Context: an optimization exercise on an open-source flow, tuned for small area. The choices shown serve that exercise and are no tape-out recipe.
RTL that was checked went through simulation tests only; none was proved equivalent to the original.
The RTL of run 1 was laid out without a check of its function.
No activity file was given, so power comes from the tool's default toggle rates.

==> design/flow/design.v <==
package OmpSsManager;
    localparam ENTRY_VALID_OFFSET = 63;
    localparam ENTRY_VALID_BYTE_OFFSET = 56;
    localparam DESTID_L = 40;
    localparam DESTID_H = 47;
    localparam COMPF_L = 32;
    localparam COMPF_H = 39;
    localparam CMD_TYPE_L = 0;
    localparam CMD_TYPE_H = 7;
    localparam NUM_ARGS_OFFSET = 8;
    localparam NUM_DEPS_OFFSET = 16;
    localparam NUM_COPS_OFFSET = 24;
    localparam TASK_SEQ_ID_L = 32;
    localparam TASK_SEQ_ID_H = 63;
    localparam EXEC_TASK_CODE_BYTE = 8'h1;
    localparam EXEC_TASK_CODE = 4'h1;
    localparam SETUP_HW_INST_CODE = 4'h2;
    localparam EXEC_PERI_TASK_CODE = 4'h5;
    localparam CMD_LOCK_CODE = 8'h04;
    localparam CMD_UNLOCK_CODE = 8'h06;
    localparam ARG_FLAG_L = 0;
    localparam ARG_FLAG_H = 7;
    localparam ARG_IDX_L = 32;
    localparam ARG_IDX_H = 35;
    localparam DEFAULT_ARG_FLAGS = 2'b11;
    localparam INSTREAM_COMPONENTS_L = 0;
    localparam INSTREAM_COMPONENTS_H = 31;
    localparam TYPE_B = 32;
    localparam ACK_REJECT_CODE = 8'h00;
    localparam ACK_OK_CODE = 8'h01;
    localparam ACK_FINAL_CODE = 8'h02;
    localparam HWR_CMDOUT_ID_BYTE = 8'h0;
    localparam HWR_CMDOUT_ID = 2'h0;
    localparam HWR_LOCK_ID = 2'h1;
    localparam HWR_NEWTASK_ID = 2'h2;
    localparam HWR_TASKWAIT_ID = 2'h3;
    localparam CMD_NEWTASK_ARCHBITS_FPGA_B = 32;  
    localparam CMD_NEWTASK_ARCHBITS_SMP_B = 33;  
    localparam SCHED_ARCHBITS_BITS = 2;
    localparam CMD_NEWTASK_ARCHBITS_L = 32;  
    localparam CMD_NEWTASK_ARCHBITS_H = 33;  
    localparam SCHED_TASKTYPE_BITS = 32;
    localparam CMD_NEWTASK_TASKTYPE_L = 0;  
    localparam CMD_NEWTASK_TASKTYPE_H = 31;  
    localparam SCHED_INSNUM_BITS = 8;
    localparam SCHED_INSNUM_ANY = 8'hFF;  
    localparam CMD_NEWTASK_INSNUM_L = 40;  
    localparam CMD_NEWTASK_INSNUM_H = 47;  
    localparam LOCK_ID_BITS = 8;
    localparam LOCK_ID_L = 8;
    localparam LOCK_ID_H = 15;
    localparam NDBGREGS = 2;
    typedef struct packed {
        logic [31:0] copy_in_opt;
        logic [31:0] copy_out_opt;
    } DbgRegs_t;
endpackage
module Command_In_copy_opt #(
    parameter SUBQUEUE_BITS = 6
) (
    input  clk,
    input  rstn,
    output logic [SUBQUEUE_BITS-1:0] cmdin_queue_addr,
    output logic cmdin_queue_en,
    output logic cmdin_queue_we,
    output logic [7:0] cmdin_queue_din,
    input  [63:0] cmdin_queue_dout,
    input  nz_args,
    input  start,
    output reg finished,
    input  [SUBQUEUE_BITS-1:0] first_idx,
    input  [SUBQUEUE_BITS-1:0] first_next_idx,
    input  exec_task
);
    typedef enum bit [2:0] {
        IDLE,
        READ_ARG_0,
        READ_ARG_1,
        READ_FLAG_0,
        READ_FLAG_1,
        WRITE_FLAG_0,
        WRITE_FLAG_1
    } State_t;
    State_t state;
    reg [SUBQUEUE_BITS-1:0] val_idx;
    reg [SUBQUEUE_BITS-1:0] nval_idx;
    reg [63:0] arg;         
    reg [1:0] flag_d;       
    wire [2:0] flag = {arg[7], arg[5], arg[4]};
    wire copyflag_bit = flag[0] & !flag_d[1] & !flag_d[0];
    wire next_side = state == READ_ARG_1 || state == READ_FLAG_1 || state == WRITE_FLAG_1;
    wire [SUBQUEUE_BITS-1:0] base_idx = next_side ? nval_idx : val_idx;
    wire last_arg = val_idx + 1'b1 == first_next_idx;
    always_comb begin
        cmdin_queue_en = state != IDLE;
        cmdin_queue_we = state == WRITE_FLAG_0 || state == WRITE_FLAG_1;
        cmdin_queue_addr = base_idx - (state != READ_ARG_0 && state != READ_ARG_1);
        cmdin_queue_din = arg[7:0];
        if (state == WRITE_FLAG_1) begin
            cmdin_queue_din[7] = !copyflag_bit & flag[0];
            cmdin_queue_din[5] = flag[1];
            cmdin_queue_din[4] = copyflag_bit;
        end else begin
            cmdin_queue_din[5] = flag[1] & !cmdin_queue_dout[5];
        end
    end
    always_ff @(posedge clk) begin
        finished <= 0;
        arg <= cmdin_queue_dout;
        flag_d <= {flag[2], flag[0]};
        case (state)
            IDLE: begin
                val_idx <= first_idx + (exec_task ? 6'd4 : 6'd5);
                nval_idx <= first_next_idx + (exec_task ? 6'd4 : 6'd5);
                if (start) begin
                    if (nz_args) begin
                        state <= READ_ARG_0;
                    end else begin
                        finished <= 1;
                    end
                end
            end
            READ_ARG_0: begin
                state <= READ_ARG_1;
            end
            READ_ARG_1: begin
                state <= READ_FLAG_0;
            end
            READ_FLAG_0: begin
                if (arg == cmdin_queue_dout) begin
                    state <= READ_FLAG_1;
                end else if (last_arg) begin
                    state <= IDLE;
                    finished <= 1;
                end else begin
                    state <= READ_ARG_0;
                    val_idx <= val_idx + 6'd2;
                    nval_idx <= nval_idx + 6'd2;
                end
            end
            READ_FLAG_1: begin
                state <= WRITE_FLAG_0;
            end
            WRITE_FLAG_0: begin
                state <= WRITE_FLAG_1;
            end
            WRITE_FLAG_1: begin
                val_idx <= val_idx + 6'd2;
                nval_idx <= nval_idx + 6'd2;
                if (last_arg) begin
                    state <= IDLE;
                    finished <= 1;
                end else begin
                    state <= READ_ARG_0;
                end
            end
            default: begin
            end
        endcase
        if (!rstn) begin
            state <= IDLE;
        end
    end
endmodule
import OmpSsManager::*;
module Command_In #(
    parameter MAX_ACCS = 16,
    parameter ACC_BITS = $clog2(MAX_ACCS),
    parameter SUBQUEUE_BITS = 6
) (
    input clk,
    input rstn,
    output logic [31:0] cmdin_queue_addr,
    output logic cmdin_queue_en,
    output logic [7:0] cmdin_queue_we,
    output logic [63:0] cmdin_queue_din,
    input  [63:0] cmdin_queue_dout,
    output [63:0] outStream_TDATA,
    output outStream_TVALID,
    input  outStream_TREADY,
    output [ACC_BITS-1:0] outStream_TDEST,
    output outStream_TLAST,
    input [ACC_BITS-1:0] acc_avail_wr_address,
    input acc_avail_wr
);
    typedef enum bit [3:0] {
        IDLE,
        GET_QUEUE_IDX,
        ISSUE_CMD_READ,
        CHECK_CMD_QUEUE,
        READ_NEXT_CMD,
        CHECK_NEXT_CMD,
        WAIT_COPY_OPT,
        SEND_CMD,
        CLEAR_HEADER,
        UPDATE_QUEUE_NEMPTY
    } State_t;
    State_t state;
    reg [SUBQUEUE_BITS-1:0] subqueue_idx_cmd_in[MAX_ACCS];
    reg [MAX_ACCS-1:0] acc_avail;
    reg [MAX_ACCS-1:0] front_sent;  
    reg [MAX_ACCS-1:0] copy_optimized;  
    reg acc_avail_reg;
    reg [ACC_BITS-1:0] acc_id;
    reg nz_args;
    reg exec_task;   
    reg setup_cmd;   
    reg [SUBQUEUE_BITS-1:0] first_idx;
    reg [SUBQUEUE_BITS-1:0] first_next_idx;
    reg [SUBQUEUE_BITS-1:0] cmd_in_idx;
    wire front_sent_cur = front_sent[acc_id];
    wire copy_optimized_cur = copy_optimized[acc_id];
    wire [5:0] cmdin_task_num_slots = (cmdin_queue_dout[3:0] == EXEC_TASK_CODE ? 6'd3 : 6'd4) + {1'b0, cmdin_queue_dout[NUM_ARGS_OFFSET+3:NUM_ARGS_OFFSET], 1'b0};
    wire [SUBQUEUE_BITS-1:0] copy_opt_addr;
    wire copy_opt_en;
    wire copy_opt_we;
    wire [7:0] copy_opt_din;
    reg copy_opt_start;
    wire copy_opt_finished;
    Command_In_copy_opt #(
        .SUBQUEUE_BITS(SUBQUEUE_BITS)
    ) copy_opt (
        .clk(clk),
        .rstn(rstn),
        .cmdin_queue_addr(copy_opt_addr),
        .cmdin_queue_en(copy_opt_en),
        .cmdin_queue_we(copy_opt_we),
        .cmdin_queue_din(copy_opt_din),
        .cmdin_queue_dout(cmdin_queue_dout),
        .nz_args(nz_args),
        .start(copy_opt_start),
        .finished(copy_opt_finished),
        .first_idx(first_idx),
        .first_next_idx(first_next_idx),
        .exec_task(exec_task)
    );
    assign outStream_TDEST = acc_id;
    assign outStream_TDATA = cmdin_queue_dout;
    assign outStream_TLAST = setup_cmd ? (cmd_in_idx[0] == first_idx[0]) : (cmd_in_idx == first_next_idx);
    assign outStream_TVALID = state == SEND_CMD;
    wire wait_opt = state == WAIT_COPY_OPT && !copy_opt_finished;
    always_comb begin
        cmdin_queue_addr = 32'd0;
        cmdin_queue_addr[3 + SUBQUEUE_BITS+ACC_BITS-1:3 + SUBQUEUE_BITS] = acc_id;
        cmdin_queue_addr[3 + SUBQUEUE_BITS-1:3] = cmd_in_idx;
        if (state == READ_NEXT_CMD) cmdin_queue_addr[3 + SUBQUEUE_BITS-1:3] = first_next_idx;
        if (state == CLEAR_HEADER) cmdin_queue_addr[3 + SUBQUEUE_BITS-1:3] = first_idx;
        if (wait_opt) cmdin_queue_addr[3 + SUBQUEUE_BITS-1:3] = copy_opt_addr;
        cmdin_queue_en = state == ISSUE_CMD_READ || state == READ_NEXT_CMD || state == CHECK_NEXT_CMD || state == CLEAR_HEADER
                      || (state == SEND_CMD && outStream_TREADY) || (state == WAIT_COPY_OPT && (copy_opt_finished || copy_opt_en));
        cmdin_queue_we = 8'd0;
        cmdin_queue_we[7] = (state == SEND_CMD && !outStream_TLAST) || state == CLEAR_HEADER;
        cmdin_queue_we[0] = wait_opt && copy_opt_we;
        cmdin_queue_din = {56'd0, copy_opt_din};
    end
    wire [SUBQUEUE_BITS-1:0] subq_wdata = cmd_in_idx & {SUBQUEUE_BITS{rstn}};
    always_ff @(posedge clk) begin
        for (int i = 0; i < MAX_ACCS; i = i+1) begin
            if (!rstn || (state == CLEAR_HEADER && acc_id == i)) begin
                subqueue_idx_cmd_in[i] <= subq_wdata;
            end
        end
    end
    wire front_sent_wdata = rstn && state == UPDATE_QUEUE_NEMPTY;
    wire copy_optimized_wdata = rstn && state == WAIT_COPY_OPT;
    always_ff @(posedge clk) begin
        for (int i = 0; i < MAX_ACCS; i = i+1) begin
            if (!rstn || ((state == UPDATE_QUEUE_NEMPTY || state == CLEAR_HEADER) && acc_id == i)) begin
                front_sent[i] <= front_sent_wdata;
            end
            if (!rstn || ((state == WAIT_COPY_OPT || state == CLEAR_HEADER) && acc_id == i)) begin
                copy_optimized[i] <= copy_optimized_wdata;
            end
        end
    end
    wire next_valid_task = cmdin_queue_dout[ENTRY_VALID_OFFSET] && cmdin_queue_dout[0];
    always_ff @(posedge clk) begin
        copy_opt_start <= 0;
        case (state)
            IDLE: begin
                acc_id <= acc_id + 1'b1;
                state <= GET_QUEUE_IDX;
            end
            GET_QUEUE_IDX: begin
                acc_avail_reg <= acc_avail[acc_id];
                cmd_in_idx <= subqueue_idx_cmd_in[acc_id];
                if (!acc_avail[acc_id] && (!front_sent_cur || copy_optimized_cur)) begin
                    state <= IDLE;
                end else begin
                    state <= ISSUE_CMD_READ;
                end
            end
            ISSUE_CMD_READ: begin
                state <= CHECK_CMD_QUEUE;
            end
            CHECK_CMD_QUEUE: begin
                setup_cmd <= cmdin_queue_dout[3:0] == SETUP_HW_INST_CODE;
                exec_task <= cmdin_queue_dout[3:0] == EXEC_TASK_CODE;
                nz_args <= cmdin_queue_dout[NUM_ARGS_OFFSET+3:NUM_ARGS_OFFSET] != 0;
                first_idx <= cmd_in_idx;
                first_next_idx <= cmd_in_idx + cmdin_task_num_slots;
                if (cmdin_queue_dout[ENTRY_VALID_OFFSET]) begin
                    state <= READ_NEXT_CMD;
                end else begin
                    state <= IDLE;
                end
            end
            READ_NEXT_CMD: begin
                if (front_sent_cur) begin
                    cmd_in_idx <= first_next_idx;
                end
                state <= CHECK_NEXT_CMD;
            end
            CHECK_NEXT_CMD, WAIT_COPY_OPT: begin
                if (state == CHECK_NEXT_CMD && !copy_optimized_cur && !setup_cmd && next_valid_task) begin
                    copy_opt_start <= 1;
                    state <= WAIT_COPY_OPT;
                end else if (state == CHECK_NEXT_CMD || copy_opt_finished) begin
                    if (!front_sent_cur) begin
                        cmd_in_idx <= cmd_in_idx + 1'b1;
                        state <= SEND_CMD;
                    end else if (acc_avail_reg) begin
                        state <= CLEAR_HEADER;
                    end else begin
                        state <= IDLE;
                    end
                end
            end
            SEND_CMD: begin
                if (outStream_TREADY) begin
                    if (outStream_TLAST) begin
                        if (setup_cmd) begin
                            state <= CLEAR_HEADER;
                        end else begin
                            state <= UPDATE_QUEUE_NEMPTY;
                        end
                    end else begin
                        cmd_in_idx <= cmd_in_idx + 1'b1;
                    end
                end
            end
            CLEAR_HEADER: begin
                state <= IDLE;
            end
            UPDATE_QUEUE_NEMPTY: begin
                acc_avail[acc_id] <= 0;
                state <= IDLE;
            end
            default: begin
            end
        endcase
        if (acc_avail_wr) begin
            acc_avail[acc_avail_wr_address] <= 1;
        end
        if (!rstn) begin
            state <= IDLE;
            acc_avail <= {MAX_ACCS{1'b1}};
            acc_id <= {ACC_BITS{1'b1}};
        end
    end
endmodule
import OmpSsManager::*;
module Command_Out #(
    parameter MAX_ACCS = 16,
    parameter ACC_BITS = $clog2(MAX_ACCS),
    parameter SUBQUEUE_BITS = 6
) (
    input clk,
    input rstn,
    output [31:0] cmdout_queue_addr,
    output cmdout_queue_en,
    output [7:0] cmdout_queue_we,
    output [63:0] cmdout_queue_din,
    input  [63:0] cmdout_queue_dout,
    input  [63:0] inStream_TDATA,
    input  inStream_TVALID,
    output inStream_TREADY,
    input  [ACC_BITS-1:0] inStream_TID,
    output reg [ACC_BITS-1:0] acc_id,
    output reg acc_avail_wr
);
    reg r_READ_HEADER;
    reg r_READ_TID;
    reg r_READ_PTID;
    reg r_CMD_OUT_WAIT;
    reg r_WRITE_TID;
    reg r_WRITE_HEADER;
    reg [SUBQUEUE_BITS-2:0] wIdx_mem[MAX_ACCS];
    wire [SUBQUEUE_BITS-2:0] wIdx = wIdx_mem[acc_id];
    reg [62:0] task_id;  
    assign cmdout_queue_addr[31:3 + SUBQUEUE_BITS+ACC_BITS] = 0;
    assign cmdout_queue_addr[3 + SUBQUEUE_BITS+ACC_BITS-1:3 + SUBQUEUE_BITS] = acc_id;
    assign cmdout_queue_addr[3 + SUBQUEUE_BITS-1:4] = wIdx;
    assign cmdout_queue_addr[3] = r_WRITE_TID;
    assign cmdout_queue_addr[2:0] = 0;
    assign cmdout_queue_en = r_READ_PTID | r_CMD_OUT_WAIT | r_WRITE_TID | r_WRITE_HEADER;
    assign cmdout_queue_we = {8{r_WRITE_TID | r_WRITE_HEADER}};
    assign cmdout_queue_din[63] = r_WRITE_HEADER;
    assign cmdout_queue_din[62:56] = r_WRITE_HEADER ? 7'd0 : task_id[62:56];
    assign cmdout_queue_din[55:8] = task_id[55:8];
    assign cmdout_queue_din[7:0] = r_WRITE_HEADER ? 8'h03 : task_id[7:0];
    assign inStream_TREADY = r_READ_HEADER | r_READ_TID | r_READ_PTID;
    wire [SUBQUEUE_BITS-2:0] wIdx_wdata = (wIdx + 1'b1) & {(SUBQUEUE_BITS-1){rstn}};
    always_ff @(posedge clk) begin
        for (int i = 0; i < MAX_ACCS; i = i+1) begin
            if (!rstn || (r_WRITE_HEADER && acc_id == i)) begin
                wIdx_mem[i] <= wIdx_wdata;
            end
        end
    end
    always_ff @(posedge clk) begin
        acc_avail_wr <= r_READ_HEADER & inStream_TVALID;
        if (r_READ_HEADER) begin
            acc_id <= inStream_TID;
            r_READ_TID <= inStream_TVALID;
            r_READ_HEADER <= !inStream_TVALID;
        end
        if (r_READ_TID) begin
            task_id <= inStream_TDATA[62:0];
            r_READ_PTID <= inStream_TVALID;
            r_READ_TID <= !inStream_TVALID;
        end
        if (r_READ_PTID) begin
            if (inStream_TVALID) begin
                r_CMD_OUT_WAIT <= 1;
                r_READ_PTID <= 0;
            end
        end
        r_WRITE_TID <= 0;
        if (r_CMD_OUT_WAIT) begin
            if (!cmdout_queue_dout[ENTRY_VALID_OFFSET]) begin
                r_WRITE_TID <= 1;
                r_CMD_OUT_WAIT <= 0;
            end
        end
        r_WRITE_HEADER <= r_WRITE_TID;
        if (r_WRITE_HEADER) begin
            r_READ_HEADER <= 1;
        end
        if (!rstn) begin
            r_READ_HEADER <= 1;
            r_READ_TID <= 0;
            r_READ_PTID <= 0;
            r_CMD_OUT_WAIT <= 0;
            r_WRITE_TID <= 0;
            r_WRITE_HEADER <= 0;
        end
    end
endmodule
module PicosOmpSsManager #(
    parameter MAX_ACCS = 16,
    parameter MAX_ACC_CREATORS = 16,
    parameter MAX_ACC_TYPES = 16,
    parameter CMDIN_SUBQUEUE_LEN = 64,
    parameter CMDOUT_SUBQUEUE_LEN = 64,
    parameter SPAWNIN_QUEUE_LEN = 1024,
    parameter SPAWNOUT_QUEUE_LEN = 1024,
    parameter LOCK_SUPPORT = 0,
    parameter ENABLE_SPAWN_QUEUES = 0,
    parameter AXILITE_INTF = 0,
    parameter ENABLE_TASK_CREATION = 0,
    parameter DBG_AVAIL_COUNT_EN = 0,
    parameter DBG_AVAIL_COUNT_W = 1,
    parameter [MAX_ACC_TYPES*8-1:0]  SCHED_COUNT = 0,
    parameter [MAX_ACC_TYPES*8-1:0]  SCHED_ACCID = 0,
    parameter [MAX_ACC_TYPES*32-1:0] SCHED_TTYPE = 0,
    parameter MAX_ARGS_PER_TASK = 15,
    parameter MAX_DEPS_PER_TASK = 8,
    parameter MAX_COPS_PER_TASK = 15,
    localparam ACC_BITS = $clog2(MAX_ACCS)
) (
    input  clk,
    input  rstn,
    input  cmdout_in_tvalid,
    output cmdout_in_tready,
    input  [ACC_BITS-1:0] cmdout_in_tid,
    input  [63:0] cmdout_in_tdata,
    output cmdin_out_tvalid,
    input  cmdin_out_tready,
    output [ACC_BITS-1:0] cmdin_out_tdest,
    output [63:0] cmdin_out_tdata,
    output cmdin_out_tlast,
    output cmdin_queue_en,
    output [7:0] cmdin_queue_we,
    output [31:0] cmdin_queue_addr,
    output [63:0] cmdin_queue_din,
    input  [63:0] cmdin_queue_dout,
    output cmdout_queue_en,
    output [7:0] cmdout_queue_we,
    output [31:0] cmdout_queue_addr,
    output [63:0] cmdout_queue_din,
    input  [63:0] cmdout_queue_dout
);
    localparam CMDIN_SUBQUEUE_BITS = $clog2(CMDIN_SUBQUEUE_LEN);
    localparam CMDOUT_SUBQUEUE_BITS = $clog2(CMDOUT_SUBQUEUE_LEN);
    wire Command_Out_acc_avail_wr;
    wire [ACC_BITS-1:0] Command_Out_acc_id;
    Command_In #(
        .MAX_ACCS(MAX_ACCS),
        .SUBQUEUE_BITS(CMDIN_SUBQUEUE_BITS)
    ) Command_In_I (
        .clk(clk),
        .rstn(rstn),
        .cmdin_queue_addr(cmdin_queue_addr),
        .cmdin_queue_en(cmdin_queue_en),
        .cmdin_queue_we(cmdin_queue_we),
        .cmdin_queue_din(cmdin_queue_din),
        .cmdin_queue_dout(cmdin_queue_dout),
        .outStream_TDATA(cmdin_out_tdata),
        .outStream_TVALID(cmdin_out_tvalid),
        .outStream_TREADY(cmdin_out_tready),
        .outStream_TDEST(cmdin_out_tdest),
        .outStream_TLAST(cmdin_out_tlast),
        .acc_avail_wr_address(Command_Out_acc_id),
        .acc_avail_wr(Command_Out_acc_avail_wr)
    );
    Command_Out #(
        .MAX_ACCS(MAX_ACCS),
        .SUBQUEUE_BITS(CMDOUT_SUBQUEUE_BITS)
    ) Command_Out_I (
        .clk(clk),
        .rstn(rstn),
        .cmdout_queue_addr(cmdout_queue_addr),
        .cmdout_queue_en(cmdout_queue_en),
        .cmdout_queue_we(cmdout_queue_we),
        .cmdout_queue_din(cmdout_queue_din),
        .cmdout_queue_dout(cmdout_queue_dout),
        .inStream_TDATA(cmdout_in_tdata),
        .inStream_TVALID(cmdout_in_tvalid),
        .inStream_TREADY(cmdout_in_tready),
        .inStream_TID(cmdout_in_tid),
        .acc_id(Command_Out_acc_id),
        .acc_avail_wr(Command_Out_acc_avail_wr)
    );
endmodule
==> design/flow/flow/run.sh <==
#!/bin/bash
# Standard ORFS layout, with the port buffers made of the smallest buffer cell
# and one tie cell shared by the constant outputs.
set -euo pipefail
export BUFFER_PORTS_ARGS="-buffer_cell sky130_fd_sc_hd__buf_1"
export SKIP_REPAIR_TIE_FANOUT=1
bash standard.sh "BUFFER_PORTS_ARGS=$BUFFER_PORTS_ARGS" SKIP_REPAIR_TIE_FANOUT=1 finish > standard.log 2>&1
==> design/flow/standard.sh <==
#!/bin/bash
# synth_recipe.tcl (not shown) runs the flow's synth.tcl, then flattens the netlist and writes it again
# the make line also repeats each setting of config.mk as NAME=value (left out here)
make -C /OpenROAD-flow-scripts/flow DESIGN_CONFIG=/design/flow/config.mk WORK_HOME=/design/flow/orfs CLKGATE_MAP_FILE= SYNTH_SCRIPT=/design/flow/synth_recipe.tcl "${@:-finish}"
==> design/flow/config.mk <==
export PLATFORM = sky130hd
export DESIGN_NAME = PicosOmpSsManager
export DESIGN_NICKNAME = PicosOmpSsManager
export VERILOG_FILES = /design/flow/design.v
export SDC_FILE = /design/flow/constraint.sdc
export NUM_CORES = 4
export LEC_CHECK = 0
export CAP_MARGIN = 20
export CORE_MARGIN = 2
export CORE_UTILIZATION = 40
export CTS_BUF_LIST = sky130_fd_sc_hd__clkbuf_4
export CTS_CLUSTER_DIAMETER = 50
export CTS_CLUSTER_SIZE = 8
export PLACE_DENSITY = 0.6
export SLEW_MARGIN = 20
==> design/flow/constraint.sdc <==
create_clock -name core_clock -period 6.0 [get_ports {clk}]
set_input_delay 1.2000 -clock core_clock [delete_from_list [all_inputs] [get_ports {clk}]]
set_output_delay 1.2000 -clock core_clock [all_outputs]
set_load 0.01 [all_outputs]
==> results.cfg, run 1 <==
[timing]
post-route-period-util_pct = 80.7
setup_violations = 0
fin_skew_ns = 0.0505
finalCriticalPeriod_ns = 4.84
hold_violations = 0
fmax_mhz = 207
rsz0062_at_grt = no
final_max_slew_viol_count = 0
tightest_slew_ns = 1.15
setup_tns_ns = 0
relSlewSlack_pct = 22.6

[floorplanning]
die_x_um = 223
fp-row-count = 80
ioPinCount = 481
die_h_um = 223
die_area_mm2 = 0.0499
core_area_mm2 = 0.0476
start_util_pct = 40.4

[layout]
drive_gt1_share_pct = 9.31
nFillCells = 4559
final_cells = 2346
largest_register = Command_In_I.subqueue_idx_cmd_in
largest_register_ffs = 96
area_delta_synth_final_pct = 4.41
num-nets-final = 1917
largest_registers = Command_In_I.subqueue_idx_cmd_in x96, Command_Out_I.wIdx_mem x80, Command_In_I.copy_opt.arg x64
final_cell_mix = edfxtp_1 (309), buf_1 (309), nand2_1 (139)

[power_and_ir_drop]
p_seq_share_pct = 53.2
power.combinational.fraction_pct = 19.6
intPower_mw = 4.73
ir_worst_vdd_mv = 0.202
totalPowerFinal_mw = 6.71
p_leak_nw = 7.03
switching_share_pct = 29.6
power_density_mw_per_mm2 = 334
switching_power_mw = 1.99
clkPwrFrac_pct = 27.2

[placement]
place.gp.congestion = 0.827
io_buffer_count = 310
hpwl_um = 31500
dp_cells = 2238

[synth]
yosysWarningCount = 5
synthCells = 1611
synth_edf_count = 309
syn_avg_cell_area_um2 = 12.0
ys.flop_type = edfxtp_1
async_flop_share_pct = 0
yosysSeqAreaShare_pct = 58.8
ys_ff_latch = 411
netlist_area_mm2 = 0.0193
yosysUniqueCellTypes = 77

[clock_tree]
cts.htree.levels = 2
post_cts_buffers = 0
cts_buffers = 58
tritoncts = built
clk_path_buf_depth = 3
clk_latency_ns = 0.77
cts-root-buf = clkbuf_4
cts_num_sinks = 411
path_clk_slew_ns = 0.09
cts_resized = 0
ctsHoldBuffers = 0

[setup_path]
cp-end-kind = output port
required_ns = 4.80
worstSetupPathType = flip-flop to output port
critPathArrivalTime_ns = 3.64
critPathLaunchType = flip-flop
crit_path_max_fanout = 23

[outcome]
status = no timing/DRC/antenna violations

[detailed_routing]
vias = 12300
routed_wl_um = 45100
drt_first_iter_violations = 965
drc = 0
dr.pass1.iters = 8
ant_nets = 0
post_drt_wl_per_cell_um = 19.2
avgViaCountPerCell = 5.26

[min_path]
worstHoldPathType = flip-flop to flip-flop

[grt]
grt_pass1_wl_um = 69200
track_usage_pct = 17.6
overflow = 0
antenna_found_initial = 2
grt_pass1_vias = 12100
grt_start_max_net_pins = 107

[run]
maxCapViolCount = 0
==> logic make-up after synthesis <==
logic type | share of synthesized area [%]
DFF | 58.8
adders and majority gates | 2.26
muxes | 3.17
other | 0.0195
xor gates and xnor gates | 4.46
AOI/OAI and AO/OA | 10.1
buffers and inverters | 11.8
and+or+nand+nor | 9.34
==> through the flow <==
stage | area (um^2) | hold WS (ns) | utilization [%] | worst slack (ns)
after floorplan | 19300 | 0.364 | - | 2.41
after global placement | 19200 | 0.377 | 40.4 | 1.85
after detailed placement | 19200 | 0.375 | 40.4 | 1.88
after CTS | 20100 | 0.388 | 42.1 | 1.14
after global routing | 20100 | 0.396 | 42.2 | 0.933
final | 20100 | 0.389 | 42.2 | 1.16
==> synth_stat cells (all sizes together), types with 5 or more instances <==
master,count,share of area [%]
a21oi,42,1.1
a221oi,17,0.77
a222oi,17,0.88
a22oi,16,0.65
a31oi,12,0.39
and2,12,0.39
and3,8,0.26
buf,261,9.9
clkbuf,55,1.1
dfxtp,102,11
edfxtp,309,48
ha,30,1.9
inv,45,0.88
mux2i,25,1.3
mux4,14,1.6
nand2,139,2.7
nand2b,10,0.32
nand3,45,1.2
nand4,25,0.81
nor2,50,0.97
nor2b,32,1.0
nor3,21,0.55
nor3b,5,0.19
nor4,7,0.23
o211ai,18,0.70
o21a,5,0.19
o21ai,103,2.7
o221ai,5,0.23
o22ai,8,0.26
or2,8,0.26
or3,5,0.16
xnor2,84,3.8
xor2,14,0.64
==> power groups by stage <==
stage	combinational (mW)	sequential [mW]	clock [mW]
floorplan	1.01	3.56	0
global placement	1.29	3.63	0
detailed placement	1.31	3.64	0
CTS	1.32	3.57	1.89
global route	1.44	3.60	2.00
finish	1.32	3.57	1.83
==> critical path, stage by stage, from the launching register on <==
cell      delay (ns)
edfxtp_1        0.56
inv_1           0.16
ha_1            0.85
a222oi_1        0.35
mux4_2          0.57
nand4_1         0.19
buf_1           0.19
==> per-layer routing <==
metal | up-vias | part of all wire (%) | global-route usage, %
met3 | 82 | 6.5 | 3.20
li1 | 5777 | - | -
met4 | 0 | 2.5 | 5.55
met1 | 6040 | 43 | 23.7
met2 | 444 | 48 | 29.0
met5 | - | 0 | 0
==> path summary, 6_finish.rpt <==
path / endpoint / cells past startpoint / slack [ns] / startpoint
max: cmdout_queue_addr[6] / 6 / 1.16 / Command_Out_I.acc_id[1]
min reg2reg: Command_In_I.copy_opt.flag_d[1] / 0 / 0.39 / Command_In_I.copy_opt.arg[7]
min: Command_In_I.copy_opt.flag_d[1] / 0 / 0.39 / Command_In_I.copy_opt.arg[7]
max reg2reg: Command_Out_I.wIdx_mem[7][4] / 11 / 2.20 / Command_Out_I.acc_id[1]
==> cell type report <==
cell class | instances | area (um^2) | share of cell area, %
Clock buffer | 98 | 736 | 3.66
Antenna cell | 2 | 5.00 | 0.0249
Timing Repair Buffer | 329 | 1320 | 6.54
Tap cell | 615 | 769 | 3.83
Clock inverter | 7 | 113 | 0.560
Inverter | 47 | 176 | 0.878
Multi-Input combinational cell | 837 | 5670 | 28.2
Sequential cell | 411 | 11300 | 56.3
==> inputs of run 2 (changes only) <==
--- a/design/flow/design.v
+++ b/design/flow/design.v
@@ -198,6 +198,6 @@
     State_t state;
-    reg [SUBQUEUE_BITS-1:0] subqueue_idx_cmd_in[MAX_ACCS];
+    localparam ENTRY_BITS = SUBQUEUE_BITS+2;
+    reg [MAX_ACCS-1:0][ENTRY_BITS-1:0] ring;
+    reg first_lap;  
     reg [MAX_ACCS-1:0] acc_avail;
-    reg [MAX_ACCS-1:0] front_sent;  
-    reg [MAX_ACCS-1:0] copy_optimized;  
     reg acc_avail_reg;
@@ -210,4 +210,5 @@
     reg [SUBQUEUE_BITS-1:0] cmd_in_idx;
-    wire front_sent_cur = front_sent[acc_id];
-    wire copy_optimized_cur = copy_optimized[acc_id];
+    wire [SUBQUEUE_BITS-1:0] subqueue_idx_cur = ring[0][SUBQUEUE_BITS-1:0];
+    wire front_sent_cur = ring[0][SUBQUEUE_BITS];  
+    wire copy_optimized_cur = ring[0][SUBQUEUE_BITS+1];  
     wire [5:0] cmdin_task_num_slots = (cmdin_queue_dout[3:0] == EXEC_TASK_CODE ? 6'd3 : 6'd4) + {1'b0, cmdin_queue_dout[NUM_ARGS_OFFSET+3:NUM_ARGS_OFFSET], 1'b0};
@@ -255,21 +256,25 @@
     end
-    wire [SUBQUEUE_BITS-1:0] subq_wdata = cmd_in_idx & {SUBQUEUE_BITS{rstn}};
     always_ff @(posedge clk) begin
-        for (int i = 0; i < MAX_ACCS; i = i+1) begin
-            if (!rstn || (state == CLEAR_HEADER && acc_id == i)) begin
-                subqueue_idx_cmd_in[i] <= subq_wdata;
+        if (state == IDLE) begin
+            for (int i = 1; i < MAX_ACCS-1; i = i+1) begin
+                ring[i] <= ring[i+1];
             end
-        end
-    end
-    wire front_sent_wdata = rstn && state == UPDATE_QUEUE_NEMPTY;
-    wire copy_optimized_wdata = rstn && state == WAIT_COPY_OPT;
-    always_ff @(posedge clk) begin
-        for (int i = 0; i < MAX_ACCS; i = i+1) begin
-            if (!rstn || ((state == UPDATE_QUEUE_NEMPTY || state == CLEAR_HEADER) && acc_id == i)) begin
-                front_sent[i] <= front_sent_wdata;
-            end
-            if (!rstn || ((state == WAIT_COPY_OPT || state == CLEAR_HEADER) && acc_id == i)) begin
-                copy_optimized[i] <= copy_optimized_wdata;
+            ring[MAX_ACCS-1] <= ring[0];
+            ring[0] <= first_lap ? {ENTRY_BITS{1'b0}} : ring[1];
+            if (acc_id == MAX_ACCS-2) begin
+                first_lap <= 1'b0;
             end
         end
+        if (state == CLEAR_HEADER) begin
+            ring[0] <= {2'b00, cmd_in_idx};
+        end
+        if (state == UPDATE_QUEUE_NEMPTY) begin
+            ring[0][SUBQUEUE_BITS] <= 1'b1;
+        end
+        if (state == WAIT_COPY_OPT) begin
+            ring[0][SUBQUEUE_BITS+1] <= 1'b1;
+        end
+        if (!rstn) begin
+            first_lap <= 1'b1;
+        end
     end
@@ -285,3 +290,3 @@
                 acc_avail_reg <= acc_avail[acc_id];
-                cmd_in_idx <= subqueue_idx_cmd_in[acc_id];
+                cmd_in_idx <= subqueue_idx_cur;
                 if (!acc_avail[acc_id] && (!front_sent_cur || copy_optimized_cur)) begin
==> design/flow/flow/run.sh (replaced) <==
#!/bin/bash
# Standard ORFS layout, with the port buffers made of the smallest buffer cell.
set -euo pipefail
export BUFFER_PORTS_ARGS="-buffer_cell sky130_fd_sc_hd__buf_1"
bash standard.sh "BUFFER_PORTS_ARGS=$BUFFER_PORTS_ARGS" finish > standard.log 2>&1
==> run 2 against run 1 <==
Compared with the run above: still clean on timing, DRC and antenna; non-clock buffer count fell by 8; combinational power fell by 42%; total power fell by 8.4%; fmax fell by 1.4%; sequential cell count rose by 1; first-iteration DRC count fell by 16%; final cell count fell by 3.5%; worst setup slack got worse by 0.069 ns; clock skew rose by 0.043 ns; critical path type unchanged; critical endpoint is now cmdout_queue_addr[7].
==> results.cfg, run 2 <==
[placement]
hpwl_um = 27500
placed_area_mm2 = 0.0185
dp_cells = 2157
place.gp.congestion = 0.836
io_buffer_count = 310

[setup_path]
cp-end-kind = output port
required_ns = 4.80
regToRegStartpoint = Command_Out_I.acc_id[1]
critPathArrivalTime_ns = 3.71
reg2reg_to = Command_Out_I.wIdx_mem[9][2]
reg2reg_depth = 9
worstSetupPathType = flip-flop to output port
rrSetupSlack_ns = 2.24
crit_path_max_fanout = 22
critPathLaunchType = flip-flop

[synth]
synth_top_area_share_pct = 50.9
ys_ff_latch = 412
synth_top_area_cell = edfxtp_1
synthTopCellsByArea = edfxtp_1 (51%), dfxtp_1 (12%), buf_4 (9.8%)
synth_edf_count = 307
synth_common_cells = edfxtp_1 (307), buf_4 (236), dfxtp_1 (105), nand2_1 (100), o21ai_0 (80)
ys.flop_type = edfxtp_1
yosysUniqueCellTypes = 76
yosysWarningCount = 4
async_flop_share_pct = 0
netlist_area_mm2 = 0.0181
synth.most_common_cell = edfxtp_1
syn_avg_cell_area_um2 = 12.6
yosysSeqAreaShare_pct = 62.6
synthCells = 1435

[layout]
drive_gt1_share_pct = 8.32
final_cells = 2264
final_area_mm2 = 0.0193
largest_register = Command_In_I.ring
num-nets-final = 1861
final_cell_mix = buf_1 (309), edfxtp_1 (307), conb_1 (106)
area_delta_synth_final_pct = 6.66
multi_input_comb_area_mm2 = 0.00504
layout_commonest_cell = buf_1
nFillCells = 4161
ff_latch_area_mm2 = 0.0113
largest_register_ffs = 128
largest_registers = Command_In_I.ring x128, Command_Out_I.wIdx_mem x80, Command_In_I.copy_opt.arg x64

[min_path]
min_path_cells = 0
hold_end = Command_In_I.ring[86]
worstHoldPathType = flip-flop to flip-flop
hp-start = Command_In_I.ring[94]

[floorplanning]
ioPinCount = 481
die_area_mm2 = 0.0470
start_util_pct = 40.7
fp-row-count = 77
die_x_um = 217
die_h_um = 217
core_area_mm2 = 0.0444

[grt]
overflow = 0
grt_pass1_wl_um = 58800
grt_start_max_net_pins = 129
antenna_found_initial = 2
track_usage_pct = 16.3
grt_pass1_vias = 10400

[clock_tree]
cts_num_sinks = 412
cts-root-buf = clkbuf_4
cts_buffers = 61
path_clk_slew_ns = 0.09
clk_latency_ns = 0.87
clk_path_buf_depth = 3
ctsHoldBuffers = 0
cts.htree.levels = 2
cts_resized = 0
tritoncts = built
post_cts_buffers = 0

[detailed_routing]
vias = 10900
routed_wl_um = 39100
drc = 0
drt_first_iter_violations = 810
dr.pass1.iters = 5
avgViaCountPerCell = 4.82
ant_nets = 0
post_drt_wl_per_cell_um = 17.3

[timing]
setup_violations = 0
setup_tns_ns = 0
finalCriticalPeriod_ns = 4.91
fmax_mhz = 204
rsz0062_at_grt = no
fin_skew_ns = 0.0937
post-route-period-util_pct = 81.8
final_max_slew_viol_count = 0
tightest_slew_ns = 1.07
relSlewSlack_pct = 28.2
hold_violations = 0

[power_and_ir_drop]
power_density_mw_per_mm2 = 319
totalPowerFinal_mw = 6.15
ir_worst_vdd_mv = 0.201
p_leak_nw = 6.89

[run]
maxCapViolCount = 0

[outcome]
status = no timing/DRC/antenna violations
## run 2: worst max path at each step
stage | start | slack (ns) | endpoint
after global placement | Command_Out_I.acc_id[1] | 1.97 | cmdout_queue_addr[7]
after detailed placement | Command_Out_I.acc_id[1] | 1.94 | cmdout_queue_addr[7]
after floorplan | Command_In_I.state[0] | 1.57 | Command_In_I.acc_id[3]
after global routing | Command_Out_I.acc_id[1] | 0.81 | cmdout_queue_addr[7]
final | Command_Out_I.acc_id[1] | 1.09 | cmdout_queue_addr[7]
after CTS | Command_Out_I.acc_id[1] | 0.92 | cmdout_queue_addr[7]
## run 2: worst max-delay path, stage by stage (launching register included)
cell and delay (ns):
edfxtp_1 0.50, inv_1 0.14, ha_1 0.83, a22oi_1 0.20, a21boi_0 0.23, o311ai_0 0.26
a31oi_1 0.48, buf_1 0.20
## run 2: stage by stage
step	worst slack (ns)	utilization (%)	hold slack, ns
after detailed placement	1.94	41.6	0.384
after global routing	0.805	43.5	0.375
after global placement	1.97	41.6	0.377
after floorplan	1.57	-	0.364
after CTS	0.921	43.4	0.369
final	1.09	43.5	0.373
## run 2: power by group
part	total [mW]	leakage [nW]	switching (mW)	internal, mW
sequential	3.63	3.89	0.184	3.45
clock	1.75	0.480	0.987	0.762
combinational	0.771	2.51	0.493	0.278
total	6.15	6.89	1.66	4.49
## run 2: logic make-up (layout without fill, tap and decap cells)
group                      count (synthesis)  count (layout)  synth area share [%]
AOI/OAI and AO/OA                        226             226                  8.35
xor gates and xnor gates                  98              98                  4.74
buffers and inverters                    330             460                  11.9
other                                      1             108                0.0207
DFF                                      412             412                  62.6
muxes                                     18              18                  1.34
adders and majority gates                 33              33                  2.41
and+or+nand+nor                          317             317                  8.68
## run 2: cell type report
class	count	share of cell area, %
flip-flops and latches	412	58.7
inverters	34	0.661
multi-input cells	798	26.1
well taps	592	3.84
diodes	2	0.0259
clock buffers	94	3.66
clock inverters	11	0.512
repair buffers	321	6.53
## run 2: per-layer routing
layer | wire, um | share of wire (%) | track usage, % | vias up
li1 | - | - | - | 5210
met1 | 16500 | 42 | 21.2 | 5222
met2 | 19100 | 49 | 26.8 | 415
met3 | 2500 | 6.4 | 3.47 | 68
met4 | 1010 | 2.6 | 5.96 | 0
met5 | 0 | 0 | 0 | -
==> inputs of run 3 (changes only) <==
==> design/flow/flow/run.sh (replaced) <==
#!/bin/bash
# Standard ORFS layout with three changes:
#  - port buffers use the smallest buffer cell (buf_1);
#  - one tie cell drives all constant outputs (no tie fan-out repair);
#  - clock tree from clkbuf_4 in small sink clusters, without dummy loads.
set -euo pipefail
export BUFFER_PORTS_ARGS="-buffer_cell sky130_fd_sc_hd__buf_1"
export SKIP_REPAIR_TIE_FANOUT=1
export CTS_ARGS="-sink_clustering_enable -repair_clock_nets -buf_list sky130_fd_sc_hd__clkbuf_4 -sink_clustering_size 8 -sink_clustering_max_diameter 50 -dont_use_dummy_load"
bash standard.sh "BUFFER_PORTS_ARGS=$BUFFER_PORTS_ARGS" SKIP_REPAIR_TIE_FANOUT=1 "CTS_ARGS=$CTS_ARGS" finish > standard.log 2>&1
--- a/design/flow/config.mk
+++ b/design/flow/config.mk
@@ -7,2 +7,3 @@
 export LEC_CHECK = 0
+export ABC_AREA = 1
 export CAP_MARGIN = 20
@@ -10,5 +11,2 @@
 export CORE_UTILIZATION = 40
-export CTS_BUF_LIST = sky130_fd_sc_hd__clkbuf_4
-export CTS_CLUSTER_DIAMETER = 50
-export CTS_CLUSTER_SIZE = 8
 export PLACE_DENSITY = 0.6
==> run 3 against run 2 <==
Compared with the run above: clock-buffer cell count fell by 33; combinational power rose by 15%; critical path depth rose by 4; cell area fell by 0.16%; clock skew fell by 0.033 ns; clock power fell by 22%; final cell count rose by 13%; non-clock buffer count fell by 7; register-to-register slack improved by 0.26 ns.
==> results.cfg, run 3 <==
[timing]
setup_violations = 0
fmax_mhz = 232
tightest_slew_ns = 1.04
rsz0062_at_grt = no
setup_slack_ns = 1.70
post-route-period-util_pct = 71.7
hold_violations = 0
relSlewSlack_pct = 30.7
finalCriticalPeriod_ns = 4.30
setup_tns_ns = 0
fin_skew_ns = 0.0611
final_max_slew_viol_count = 0

[setup_path]
critPathArrivalTime_ns = 3.10
worstSetupPathType = flip-flop to output port
crit_family = simple AND/OR/NAND/NOR gates
cp_cell_sequence = inv_1 -> ha_1 -> inv_2 -> nor2_1 -> nand2_1 -> nand2_1 -> nor2_1 -> nand2_1 -> nor2_1 -> a21oi_2 -> buf_1
critPathLaunchType = flip-flop
cpPeakStageDelay_ns = 0.51
cp-end-kind = output port
required_ns = 4.80
critPathBufInv = 3
crit_path_max_fanout = 9
slowest_stage = edfxtp_1

[grt]
antenna_found_initial = 3
grt_pass1_wl_um = 60200
grt_start_max_net_pins = 107
overflow = 0
grt.busiest_layer = met2
grt_pass1_vias = 11600
grt_util_met1_pct = 19.6
track_usage_pct = 16.0
use_met3_pct = 3.59
use_met2_pct = 27.1

[floorplanning]
die_x_um = 220
fp-row-count = 79
core_area_mm2 = 0.0464
die_area_mm2 = 0.0486
start_util_pct = 40.4
ioPinCount = 481
die_h_um = 220

[detailed_routing]
drt_first_iter_violations = 680
post_drt_wl_per_cell_um = 15.3
avgViaCountPerCell = 4.70
dr.pass1.iters = 5
vias = 12000
routed_wl_um = 39100
ant_nets = 0
drc = 0

[layout]
largest_registers = Command_In_I.ring x128, Command_Out_I.wIdx_mem x80, Command_In_I.copy_opt.arg x64
largest_register = Command_In_I.ring
num-nets-final = 2179
nFillCells = 4466
layout_commonest_cell = nand2_1
largest_register_ffs = 128
final_cell_mix = nand2_1 (398), buf_1 (310), edfxtp_1 (307)
drive_gt1_share_pct = 6.53
area_delta_synth_final_pct = 2.88

[min_path]
worstHoldPathType = flip-flop to flip-flop

[power_and_ir_drop]
ir_worst_vdd_mv = 0.162
p_leak_nw = 7.95
power_density_mw_per_mm2 = 320

[clock_tree]
clk_latency_ns = 0.81
cts-root-buf = clkbuf_4
cts.htree.levels = 2
clk_path_buf_depth = 3
tritoncts = built
ctsHoldBuffers = 0
cts_num_sinks = 412
cts_buffers = 61
post_cts_buffers = 0
path_clk_slew_ns = 0.09
cts_resized = 0

[placement]
io_buffer_count = 310
dp_slack_ns = 1.87
hpwl_um = 28600
place.gp.congestion = 0.887

[synth]
yosysWarningCount = 4
synth_edf_count = 307
async_flop_share_pct = 0
synth_top_area_share_pct = 49.2
yosysUniqueCellTypes = 50
netlist_area_mm2 = 0.0187
syn_avg_cell_area_um2 = 10.2
synth.most_common_cell = nand2_1
ys.flop_type = edfxtp_1
ys_ff_latch = 412
synthCells = 1829
yosysSeqAreaShare_pct = 60.4
synth_top_area_cell = edfxtp_1
synth_common_cells = nand2_1 (398), edfxtp_1 (307), buf_4 (236), inv_1 (196), nor2_1 (176)
synthTopCellsByArea = edfxtp_1 (49%), dfxtp_1 (11%), buf_4 (9.5%)

[run]
maxCapViolCount = 0

[outcome]
status = no timing/DRC/antenna violations
## run 3: changes by cell type after synthesis, moves of 13 or more
cell	before	now
clkbuf_1	35	12
inv_1	33	196
mux2i_1	13	0
nand2_1	100	398
nand2b_1	14	0
nand3_1	36	79
nor2_1	55	176
nor2b_1	33	0
o211ai_1	19	4
o21ai_0	80	95
xnor2_1	79	12
## run 3: final timing paths
path         depth (start not counted)                    start  slack [ns]                           end
min reg2reg                          0    Command_In_I.ring[50]        0.39         Command_In_I.ring[42]
min                                  0    Command_In_I.ring[50]        0.39         Command_In_I.ring[42]
max                                 11  Command_Out_I.acc_id[1]        1.70          cmdout_queue_addr[8]
max reg2reg                         13  Command_Out_I.acc_id[3]        2.50  Command_Out_I.wIdx_mem[8][2]
## run 3: final cells by class
type / instances / area (um^2) / share of cell area (%)
tap: 607 / 759 / 3.94
sequential: 412 / 11300 / 58.8
inverter: 210 / 803 / 4.17
timing repair buffer: 314 / 1210 / 6.26
antenna: 3 / 7.51 / 0.0390
multi-input combinational: 947 / 4710 / 24.5
clock buffer: 61 / 458 / 2.38
## run 3: metrics by stage
| stage | power, mW | cell area, um^2 | util, % | hold WS, ns | instances |
|---|---|---|---|---|---|
| after floorplan | 4.62 | 18700 | - | 0.364 | 1829 |
| after global placement | 4.84 | 18800 | 40.5 | 0.378 | 2490 |
| after detailed placement | 4.88 | 18800 | 40.6 | 0.388 | 2490 |
| after CTS | 6.26 | 19300 | 41.5 | 0.360 | 2551 |
| after global routing | 6.51 | 19300 | 41.6 | 0.380 | 2553 |
| final | 6.16 | 19300 | 41.6 | 0.392 | 2554 |
## run 3: kinds of logic (layout without fill, tap and decap cells)
group                    after synthesis  after routing  synth area share [%]
AND/OR/NAND/NOR                      719            719                  16.5
AO/OA/AOI/OAI                        158            158                  4.56
other                                  1              4                0.0200
buffers and inverters                470            585                  14.5
flip-flops                           412            412                  60.4
XOR/XNOR                              36             36                  1.72
adder cells (fa/ha/maj)               33             33                  2.32
## run 3: power breakdown
part / leakage (nW) / switching, mW / internal [mW]
Combinational: 3.75 / 0.628 / 0.255
Clock: 0.281 / 0.895 / 0.462
Sequential: 3.92 / 0.211 / 3.71
## run 3: worst register-to-register path, stage by stage (launching register included)
cell,delay [ns]
edfxtp_1,1.01
inv_6,0.12
nand2_4,0.13
nor2_1,0.09
nand2_1,0.08
nand2_1,0.05
nor2_1,0.16
nand2_1,0.11
nor2_1,0.11
nand2_1,0.13
ha_1,0.26
nand2_2,0.09
nand2_1,0.05
nor2_1,0.79
## run 3: per-layer routing
layer  vias to the layer above  share of wire, %  wire, um
li1                       5954                 -         -
met1                      5575                42     16400
met2                       394                48     18700
met3                        78               6.6      2570
met4                         0               3.6      1400
met5                         -                 0         0
==> inputs of run 4 (changes only) <==
--- a/design/flow/config.mk
+++ b/design/flow/config.mk
@@ -7,3 +7,2 @@
 export LEC_CHECK = 0
-export ABC_AREA = 1
 export CAP_MARGIN = 20
==> run 4 against run 3 <==
Compared with the run above: global-route usage rose by 0.34 points; core utilization up 0.23 points; clock power about the same; via count down 11%; wire length barely moved; sequential share of layout area rose by 2.3 points; critical endpoint is now cmdout_queue_addr[7]; still clean on timing, DRC and antenna; worst hold slack got worse by 0.057 ns; register-to-register slack worse by 0.27 ns; cell area shrank 3.7%.
==> results.cfg, run 4 <==
[layout]
ff_latch_area_mm2 = 0.0113
num-nets-final = 1756
largest_register_ffs = 128
area_delta_synth_final_pct = 2.57
drive_gt1_share_pct = 6.38
multi_input_comb_area_mm2 = 0.00465
final_cell_mix = buf_1 (309), edfxtp_1 (307), dfxtp_1 (104)
nFillCells = 4180
largest_register = Command_In_I.ring
layout_commonest_cell = buf_1
largest_registers = Command_In_I.ring x128, Command_Out_I.wIdx_mem x80, Command_In_I.copy_opt.arg x64

[grt]
overflow = 0
antenna_found_initial = 3
grt_pass1_vias = 10400
track_usage_pct = 16.3
grt_start_max_net_pins = 107
grt_pass1_wl_um = 58900

[floorplanning]
core_area_mm2 = 0.0444
die_x_um = 217
start_util_pct = 40.7
die_h_um = 217
fp-row-count = 77
die_area_mm2 = 0.0470
ioPinCount = 481

[clock_tree]
post_cts_buffers = 0
cts_buffers = 59
cts_num_sinks = 412
cts_resized = 0
cts-root-buf = clkbuf_4
cts.htree.levels = 2
tritoncts = built
clk_latency_ns = 0.84
path_clk_slew_ns = 0.09
clk_path_buf_depth = 3
ctsHoldBuffers = 0

[detailed_routing]
routed_wl_um = 39100
dr.pass1.iters = 6
avgViaCountPerCell = 5.04
drt_first_iter_violations = 688
vias = 10700
ant_nets = 0
drc = 0
post_drt_wl_per_cell_um = 18.5

[synth]
synth_top_area_cell = edfxtp_1
yosysSeqAreaShare_pct = 62.6
ys_ff_latch = 412
ys.flop_type = edfxtp_1
synthCells = 1435
syn_avg_cell_area_um2 = 12.6
synth.most_common_cell = edfxtp_1
netlist_area_mm2 = 0.0181
synth_top_area_share_pct = 50.9
synthTopCellsByArea = edfxtp_1 (51%), dfxtp_1 (12%), buf_4 (9.8%)
yosysUniqueCellTypes = 76
synth_edf_count = 307
async_flop_share_pct = 0
yosysWarningCount = 4
synth_common_cells = edfxtp_1 (307), buf_4 (236), dfxtp_1 (105), nand2_1 (100), o21ai_0 (80)

[setup_path]
cp-end-kind = output port
required_ns = 4.80
worstSetupPathType = flip-flop to output port
critPathLaunchType = flip-flop
crit_path_max_fanout = 22
critPathArrivalTime_ns = 3.55

[timing]
finalCriticalPeriod_ns = 4.75
relSlewSlack_pct = 28.5
whs_ns = 0.334
fmax_mhz = 210
setup_violations = 0
rsz0062_at_grt = no
post-route-period-util_pct = 79.2
hold_violations = 0
setup_tns_ns = 0
final_max_slew_viol_count = 0
fin_skew_ns = 0.134
tightest_slew_ns = 1.07

[power_and_ir_drop]
switching_power_mw = 1.57
totalPowerFinal_mw = 5.74
intPower_mw = 4.17
ir_worst_vdd_mv = 0.190
p_seq_share_pct = 63.4
power_density_mw_per_mm2 = 309
power.combinational.fraction_pct = 13.3
clkPwrFrac_pct = 23.4
switching_share_pct = 27.4
p_leak_nw = 6.35

[min_path]
worstHoldPathType = flip-flop to flip-flop

[placement]
place.gp.congestion = 0.832
hpwl_um = 27400
io_buffer_count = 310

[run]
maxCapViolCount = 0

[outcome]
status = no timing/DRC/antenna violations
run 4: changes by cell type after synthesis, sizes merged, moves of 15 or more:
cell / delta
inv: -175
o21ai: -21
nor2b: +33
nor2: -144
xnor2: +67
o211ai: +15
nand3: -45
clkbuf: +23
nand2: -308
run 4: critical path: stages, from the launching register on:
cell and delay (ns):
edfxtp_1 0.51, inv_1 0.14, ha_1 0.83, a22oi_1 0.20, a21boi_0 0.33, o311ai_0 0.18
a31oi_1 0.41, buf_1 0.20
run 4: per-stage QoR:
stage          util (%)  area, um^2  std cells  setup slack (ns)
6_report           41.8       18600       2114              1.25
5_1_grt            41.8       18600       2114             0.864
4_1_cts            41.7       18500       2112              1.07
3_5_place_dp       40.7       18100       2053              1.98
3_3_place_gp       40.7       18100       2053              2.04
2_1_floorplan         -       18100       1435              1.57
run 4: layer usage:
metal | part of all wire, % | vias to the layer above | global-route usage [%]
met1 | 43 | 5123 | 21.5
met4 | 3.4 | 2 | 6.94
li1 | - | 5065 | -
met3 | 7.1 | 80 | 3.69
met2 | 46 | 395 | 25.9
met5 | 0.049 | - | 0
run 4: logic make-up (layout without fill, tap and decap cells):
kind of cell    after synthesis  count (layout)  share of synthesized area, %
other cells                   1               2                        0.0207
fa+ha+maj                    33              33                          2.41
mux                          18              18                          1.34
buf+inv                     330             416                          11.9
compound gates              226             226                          8.35
flops                       412             412                          62.6
xor+xnor                     98              98                          4.74
simple gates                317             317                          8.68
run 4: final timing paths:
kind | from | endpoint | slack [ns] | cells after the start
hold reg to reg | Command_In_I.ring[95] | Command_In_I.ring[87] | 0.33 | 0
setup reg to reg | Command_Out_I.acc_id[0] | Command_Out_I.wIdx_mem[4][2] | 2.23 | 9
hold / removal | Command_In_I.ring[95] | Command_In_I.ring[87] | 0.33 | 0
setup / recovery | Command_Out_I.acc_id[1] | cmdout_queue_addr[7] | 1.25 | 7
run 4: cell type report:
| class | count | area share (%) |
|---|---|---|
| inverter | 34 | 0.688 |
| antenna | 1 | 0.0135 |
| timing repair buffer | 323 | 6.87 |
| tap | 592 | 3.99 |
| multi-input combinational | 693 | 25.0 |
| sequential | 412 | 61.0 |
| clock buffer | 59 | 2.39 |
run 4: power by group through the flow:
stage	sequential, mW	combinational (mW)	clock (mW)
floorplan	3.61	0.671	0
global placement	3.70	0.752	0
detailed placement	3.71	0.761	0
CTS	3.65	0.765	1.41
global route	3.68	0.850	1.51
finish	3.64	0.762	1.34
==> inputs of run 5 (changes only) <==
--- a/design/flow/flow/run.sh
+++ b/design/flow/flow/run.sh
@@ -8,3 +8,3 @@
 export SKIP_REPAIR_TIE_FANOUT=1
-export CTS_ARGS="-sink_clustering_enable -repair_clock_nets -buf_list sky130_fd_sc_hd__clkbuf_4 -sink_clustering_size 8 -sink_clustering_max_diameter 50 -dont_use_dummy_load"
+export CTS_ARGS="-sink_clustering_enable -repair_clock_nets -buf_list sky130_fd_sc_hd__clkbuf_4 -sink_clustering_size 10 -sink_clustering_max_diameter 50 -dont_use_dummy_load"
 bash standard.sh "BUFFER_PORTS_ARGS=$BUFFER_PORTS_ARGS" SKIP_REPAIR_TIE_FANOUT=1 "CTS_ARGS=$CTS_ARGS" finish > standard.log 2>&1
==> run 5 against run 4 <==
Compared with the run above: via count is 0.53% lower; worst hold slack gained 0.042 ns; fmax grew 0.88%; clock skew rose by 0.0060 ns; still clean on timing, DRC and antenna; die area unchanged; wire length shrank 0.82%; clock-buffer cell count down 9; sequential power hardly changed; largest power group unchanged; critical endpoint unchanged; core utilization fell by 0.15 points; register-to-register slack gained 0.08 ns; synthesized area stayed put.
==> results.cfg, run 5 <==
[timing]
hold_violations = 0
final_max_slew_viol_count = 0
relSlewSlack_pct = 28.8
setup_violations = 0
whs_ns = 0.376
setup_tns_ns = 0
tightest_slew_ns = 1.07
fin_skew_ns = 0.140
fmax_mhz = 212
rsz0062_at_grt = no
finalCriticalPeriod_ns = 4.71
post-route-period-util_pct = 78.5

[synth]
synth_top_area_cell = edfxtp_1
netlist_area_mm2 = 0.0181
synthTopCellsByArea = edfxtp_1 (51%), dfxtp_1 (12%), buf_4 (9.8%)
yosysWarningCount = 4
synthCells = 1435
synth_top_area_share_pct = 50.9
yosysSeqAreaShare_pct = 62.6
ys.flop_type = edfxtp_1
syn_avg_cell_area_um2 = 12.6
ys_ff_latch = 412
synth_edf_count = 307
synth_common_cells = edfxtp_1 (307), buf_4 (236), dfxtp_1 (105), nand2_1 (100), o21ai_0 (80)
async_flop_share_pct = 0
yosysUniqueCellTypes = 76
synth.most_common_cell = edfxtp_1

[floorplanning]
start_util_pct = 40.7
die_area_mm2 = 0.0470
die_h_um = 217
fp-row-count = 77
core_area_mm2 = 0.0444
ioPinCount = 481
die_x_um = 217

[layout]
num-nets-final = 1747
layout_commonest_cell = buf_1
largest_register_ffs = 128
final_cell_mix = buf_1 (309), edfxtp_1 (307), dfxtp_1 (104)
area_delta_synth_final_pct = 2.20
largest_registers = Command_In_I.ring x128, Command_Out_I.wIdx_mem x80, Command_In_I.copy_opt.arg x64
drive_gt1_share_pct = 5.82
largest_register = Command_In_I.ring

[clock_tree]
cts-root-buf = clkbuf_4
cts_num_sinks = 412
tritoncts = built
cts_buffers = 50
post_cts_buffers = 0
cts.htree.levels = 2
cts_resized = 0
clk_path_buf_depth = 3
ctsHoldBuffers = 0
path_clk_slew_ns = 0.10
clk_latency_ns = 0.81

[power_and_ir_drop]
intPower_mw = 4.11
power_density_mw_per_mm2 = 305
switching_power_mw = 1.54
power.combinational.fraction_pct = 13.5
totalPowerFinal_mw = 5.64
switching_share_pct = 27.2
p_seq_share_pct = 64.5
p_leak_nw = 6.31
ir_worst_vdd_mv = 0.183
clkPwrFrac_pct = 22.0

[setup_path]
worstSetupPathType = flip-flop to output port
cp_cell_sequence = inv_1 -> ha_1 -> a22oi_1 -> a21boi_0 -> o311ai_0 -> a31oi_1 -> buf_1
reg2reg_to = Command_Out_I.wIdx_mem[8][2]
cp-end-kind = output port
reg2reg_depth = 8
rrSetupSlack_ns = 2.31
regToRegStartpoint = Command_Out_I.acc_id[1]
slowest_stage = ha_1
cpPeakStageDelay_ns = 0.83
required_ns = 4.80
critPathArrivalTime_ns = 3.51
crit_family = compound AO/OA/AOI/OAI gates
crit_path_max_fanout = 22
critPathLaunchType = flip-flop
critPathBufInv = 2

[outcome]
status = no timing/DRC/antenna violations

[detailed_routing]
routed_wl_um = 38700
post_drt_wl_per_cell_um = 18.4
avgViaCountPerCell = 5.04
drc = 0
drt_first_iter_violations = 704
ant_nets = 0
dr.pass1.iters = 5
vias = 10600

[grt]
overflow = 0
track_usage_pct = 16.2
grt_start_max_net_pins = 107
grt_pass1_wl_um = 58500
grt_pass1_vias = 10400
antenna_found_initial = 2

[placement]
io_buffer_count = 310
place.gp.congestion = 0.832
hpwl_um = 27400

[run]
maxCapViolCount = 0

[min_path]
worstHoldPathType = flip-flop to flip-flop
hp-start = Command_In_I.ring[35]
min_path_cells = 0
hold_end = Command_In_I.ring[27]
-- run 5: changes by cell type in the layout (fill, tap and decap cells not counted), sizes merged --
cell / before / now
clkbuf: 60 / 51
-- run 5: worst max path at each step --
stage | start | endpoint | slack (ns) | cells past startpoint
CTS | Command_Out_I.acc_id[1] | cmdout_queue_addr[7] | 1.16 | 7
global route | Command_Out_I.acc_id[1] | cmdout_queue_addr[7] | 0.95 | 7
finish | Command_Out_I.acc_id[1] | cmdout_queue_addr[7] | 1.29 | 7
detailed placement | Command_Out_I.acc_id[1] | cmdout_queue_addr[7] | 1.98 | 7
floorplan | Command_In_I.state[0] | Command_In_I.acc_id[3] | 1.57 | 6
global placement | Command_Out_I.acc_id[1] | cmdout_queue_addr[7] | 2.04 | 7
-- run 5: area by class of cell --
cell class,count,area (um^2)
Antenna cell,1,2.50
Fill cell,4180,25900
Multi-Input combinational cell,693,4650
Inverter,34,128
Clock buffer,50,375
Sequential cell,412,11300
Tap cell,592,741
Timing Repair Buffer,323,1270
-- run 5: metal layers --
| metal | vias up | track usage [%] | wire length [um] |
|---|---|---|---|
| li1 | 5044 | - | - |
| met4 | 0 | 6.87 | 1280 |
| met1 | 5073 | 21.4 | 16600 |
| met2 | 421 | 25.8 | 18100 |
| met5 | - | 0 | 0 |
| met3 | 71 | 3.59 | 2770 |
-- run 5: logic make-up after synthesis --
| group | Yosys count | share of synthesized area [%] |
|---|---|---|
| compound gates | 226 | 8.35 |
| xor+xnor | 98 | 4.74 |
| fa+ha+maj | 33 | 2.41 |
| buf+inv | 330 | 11.9 |
| flops | 412 | 62.6 |
| mux | 18 | 1.34 |
| other cells | 1 | 0.0207 |
| simple gates | 317 | 8.68 |
-- run 5: power by group through the flow --
stage | combinational, mW | clock, mW | sequential (mW)
2_1_floorplan | 0.671 | 0 | 3.61
3_3_place_gp | 0.752 | 0 | 3.70
3_5_place_dp | 0.761 | 0 | 3.71
4_1_cts | 0.765 | 1.31 | 3.65
5_1_grt | 0.850 | 1.41 | 3.68
6_report | 0.763 | 1.24 | 3.64
-- run 5: metrics by stage --
step / setup WS [ns] / std cells / cell area (um^2) / utilization [%]
floorplan: 1.57 / 1435 / 18100 / -
CTS: 1.16 / 2103 / 18500 / 41.6
detailed placement: 1.98 / 2053 / 18100 / 40.7
global route: 0.945 / 2105 / 18500 / 41.6
global placement: 2.04 / 2053 / 18100 / 40.7
finish: 1.29 / 2105 / 18500 / 41.6
-- run 5: worst register-to-register path: stages (launching register included) --
cell      delay [ns]
edfxtp_1        0.51
inv_1           0.14
ha_1            0.83
nor3_1          0.26
a31oi_1         0.30
nand3_1         0.23
ha_1            0.30
xnor2_1         0.14
nor2_1          0.77
==> inputs of run 6 (changes only) <==
--- a/design/flow/flow/run.sh
+++ b/design/flow/flow/run.sh
@@ -8,3 +8,3 @@
 export SKIP_REPAIR_TIE_FANOUT=1
-export CTS_ARGS="-sink_clustering_enable -repair_clock_nets -buf_list sky130_fd_sc_hd__clkbuf_4 -sink_clustering_size 10 -sink_clustering_max_diameter 50 -dont_use_dummy_load"
+export CTS_ARGS="-sink_clustering_enable -repair_clock_nets -buf_list sky130_fd_sc_hd__clkbuf_8 -sink_clustering_size 16 -sink_clustering_max_diameter 60 -dont_use_dummy_load"
 bash standard.sh "BUFFER_PORTS_ARGS=$BUFFER_PORTS_ARGS" SKIP_REPAIR_TIE_FANOUT=1 "CTS_ARGS=$CTS_ARGS" finish > standard.log 2>&1
==> run 6 against run 5 <==
Compared with the run above: non-clock buffer count unchanged; synthesized cell count unchanged; worst hold slack worse by 0.014 ns; worst setup slack better by 0.13 ns; critical path type unchanged; clock-buffer cell count down 13; clock power up 15%; total power up 3.3%; combinational power about the same; global-route usage down 0.053 points; core utilization up 0.30 points; fmax up 2.8%; via count down 0.79%; still clean on timing, DRC and antenna.
==> results.cfg, run 6 <==
[outcome]
status = no timing/DRC/antenna violations

[setup_path]
critPathArrivalTime_ns = 3.38
cp-end-kind = output port
critPathLaunchType = flip-flop
worstSetupPathType = flip-flop to output port
slowest_stage = ha_1
required_ns = 4.80
cp_cell_sequence = inv_1 -> ha_1 -> a22oi_1 -> a21boi_0 -> o311ai_0 -> a31oi_1 -> buf_1
critPathBufInv = 2
crit_family = compound AO/OA/AOI/OAI gates
cpPeakStageDelay_ns = 0.82

[timing]
relSlewSlack_pct = 29.3
rsz0062_at_grt = no
fmax_mhz = 218
hold_violations = 0
post-route-period-util_pct = 76.4
finalCriticalPeriod_ns = 4.58
final_max_slew_viol_count = 0
fin_skew_ns = 0.0807

[detailed_routing]
drc = 0
ant_nets = 0
vias = 10500
routed_wl_um = 38700
drt_first_iter_violations = 690
dr.pass1.iters = 6

[synth]
ys.flop_type = edfxtp_1
synthCells = 1435
synthTopCellsByArea = edfxtp_1 (51%), dfxtp_1 (12%), buf_4 (9.8%)
synth_edf_count = 307
yosysWarningCount = 4
async_flop_share_pct = 0
ys_ff_latch = 412
synth_top_area_cell = edfxtp_1
yosysSeqAreaShare_pct = 62.6
yosysUniqueCellTypes = 76
netlist_area_mm2 = 0.0181

[clock_tree]
cts_num_sinks = 412
tritoncts = built
cts-root-buf = clkbuf_8
post_cts_buffers = 0
cts_buffers = 37
cts.htree.levels = 2
clk_path_buf_depth = 3
path_clk_slew_ns = 0.09

[layout]
layout_commonest_cell = buf_1
final_util_pct = 41.9
largest_register = Command_In_I.ring
num-nets-final = 1734
diodes = 0
nFillCells = 4154
largest_register_ffs = 128
largest_registers = Command_In_I.ring x128, Command_Out_I.wIdx_mem x80, Command_In_I.copy_opt.arg x64
final_area_mm2 = 0.0186
final_cell_mix = buf_1 (309), edfxtp_1 (307), dfxtp_1 (104)
drive_gt1_share_pct = 5.00

[placement]
place.gp.congestion = 0.832
io_buffer_count = 310
placed_area_mm2 = 0.0181
hpwl_um = 27400

[floorplanning]
core_area_mm2 = 0.0444
ioPinCount = 481
die_h_um = 217
die_x_um = 217

[grt]
grt_pass1_wl_um = 58400
antenna_found_initial = 1
overflow = 0
grt_pass1_vias = 10300

[power_and_ir_drop]
p_leak_nw = 6.34
ir_worst_vdd_mv = 0.214

[min_path]
worstHoldPathType = flip-flop to flip-flop
run 6: changes by cell type in the layout (fill, tap and decap cells not counted), sizes merged:
| cell | previous run | this run |
|---|---|---|
| diode | 1 | 0 |
| clkbuf | 51 | 38 |
run 6: layer usage:
metal,GRT usage [%],up-vias,part of all wire [%]
met2,25.8,378,47
met4,6.94,0,3.4
met3,3.33,65,6.6
li1,-,5007,-
met5,0,-,0
met1,21.4,5075,44
run 6: final timing paths:
kind | from | cells after the start | endpoint | slack [ns]
hold / removal | Command_In_I.ring[95] | 0 | Command_In_I.ring[87] | 0.36
setup / recovery | Command_Out_I.acc_id[1] | 7 | cmdout_queue_addr[7] | 1.42
setup reg to reg | Command_Out_I.acc_id[0] | 9 | Command_Out_I.wIdx_mem[11][2] | 2.28
hold reg to reg | Command_In_I.ring[95] | 0 | Command_In_I.ring[87] | 0.36
run 6: final cells by class:
type                            count  area [um^2]  share of cell area, %
Tap cell                          592          741                   3.98
Sequential cell                   412        11300                   60.8
Clock buffer                       37          509                   2.73
Inverter                           34          128                  0.685
Timing Repair Buffer              323         1270                   6.84
Multi-Input combinational cell    693         4650                   25.0
run 6: power breakdown:
group          internal (mW)  switching [mW]
combinational          0.279           0.483
clock                  0.553           0.869
sequential              3.45           0.195
total                   4.28            1.55
run 6: stage by stage:
step / cells / hold WS, ns / worst slack [ns]
4_1_cts: 2090 / 0.374 / 1.33
2_1_floorplan: 1435 / 0.364 / 1.57
6_report: 2091 / 0.362 / 1.42
3_5_place_dp: 2053 / 0.382 / 1.98
3_3_place_gp: 2053 / 0.375 / 2.04
5_1_grt: 2091 / 0.377 / 1.10
run 6: cells by family after synthesis:
| kind of cell | share of synthesized area [%] |
|---|---|
| flops | 62.6 |
| buf+inv | 11.9 |
| simple gates | 8.68 |
| compound gates | 8.35 |
| xor+xnor | 4.74 |
| fa+ha+maj | 2.41 |
| mux | 1.34 |
| other cells | 0.0207 |

separate check: timing with driven ports:
The results above use ideal ports. As a check the final layouts listed here were re-extracted and re-timed, cells and wires unchanged. Step 1, drivers: a clkbuf_16 drives clk and a buf_2 each remaining input, both assumed. Step 2 also shifts input and output timing later by t, the mid clock arrival at the registers, as if the neighbouring blocks saw the same clock. a / b / c = ideal ports / drivers / drivers and shift; a / b = the first two.
run	shift t [ns]	setup WS [ns]
run 1	0.808	1.160 / 1.111 / 1.895
run 2	0.871	1.091 / 1.041 / 1.912
run 3	0.828	1.698 / 1.648 / 1.885
run 4	0.829	1.247 / 1.195 / 2.024
run 5	0.796	1.288 / 1.235 / 2.031
run 6	0.633	1.416 / 1.365 / 1.997
After both steps every run listed still meets setup and hold.
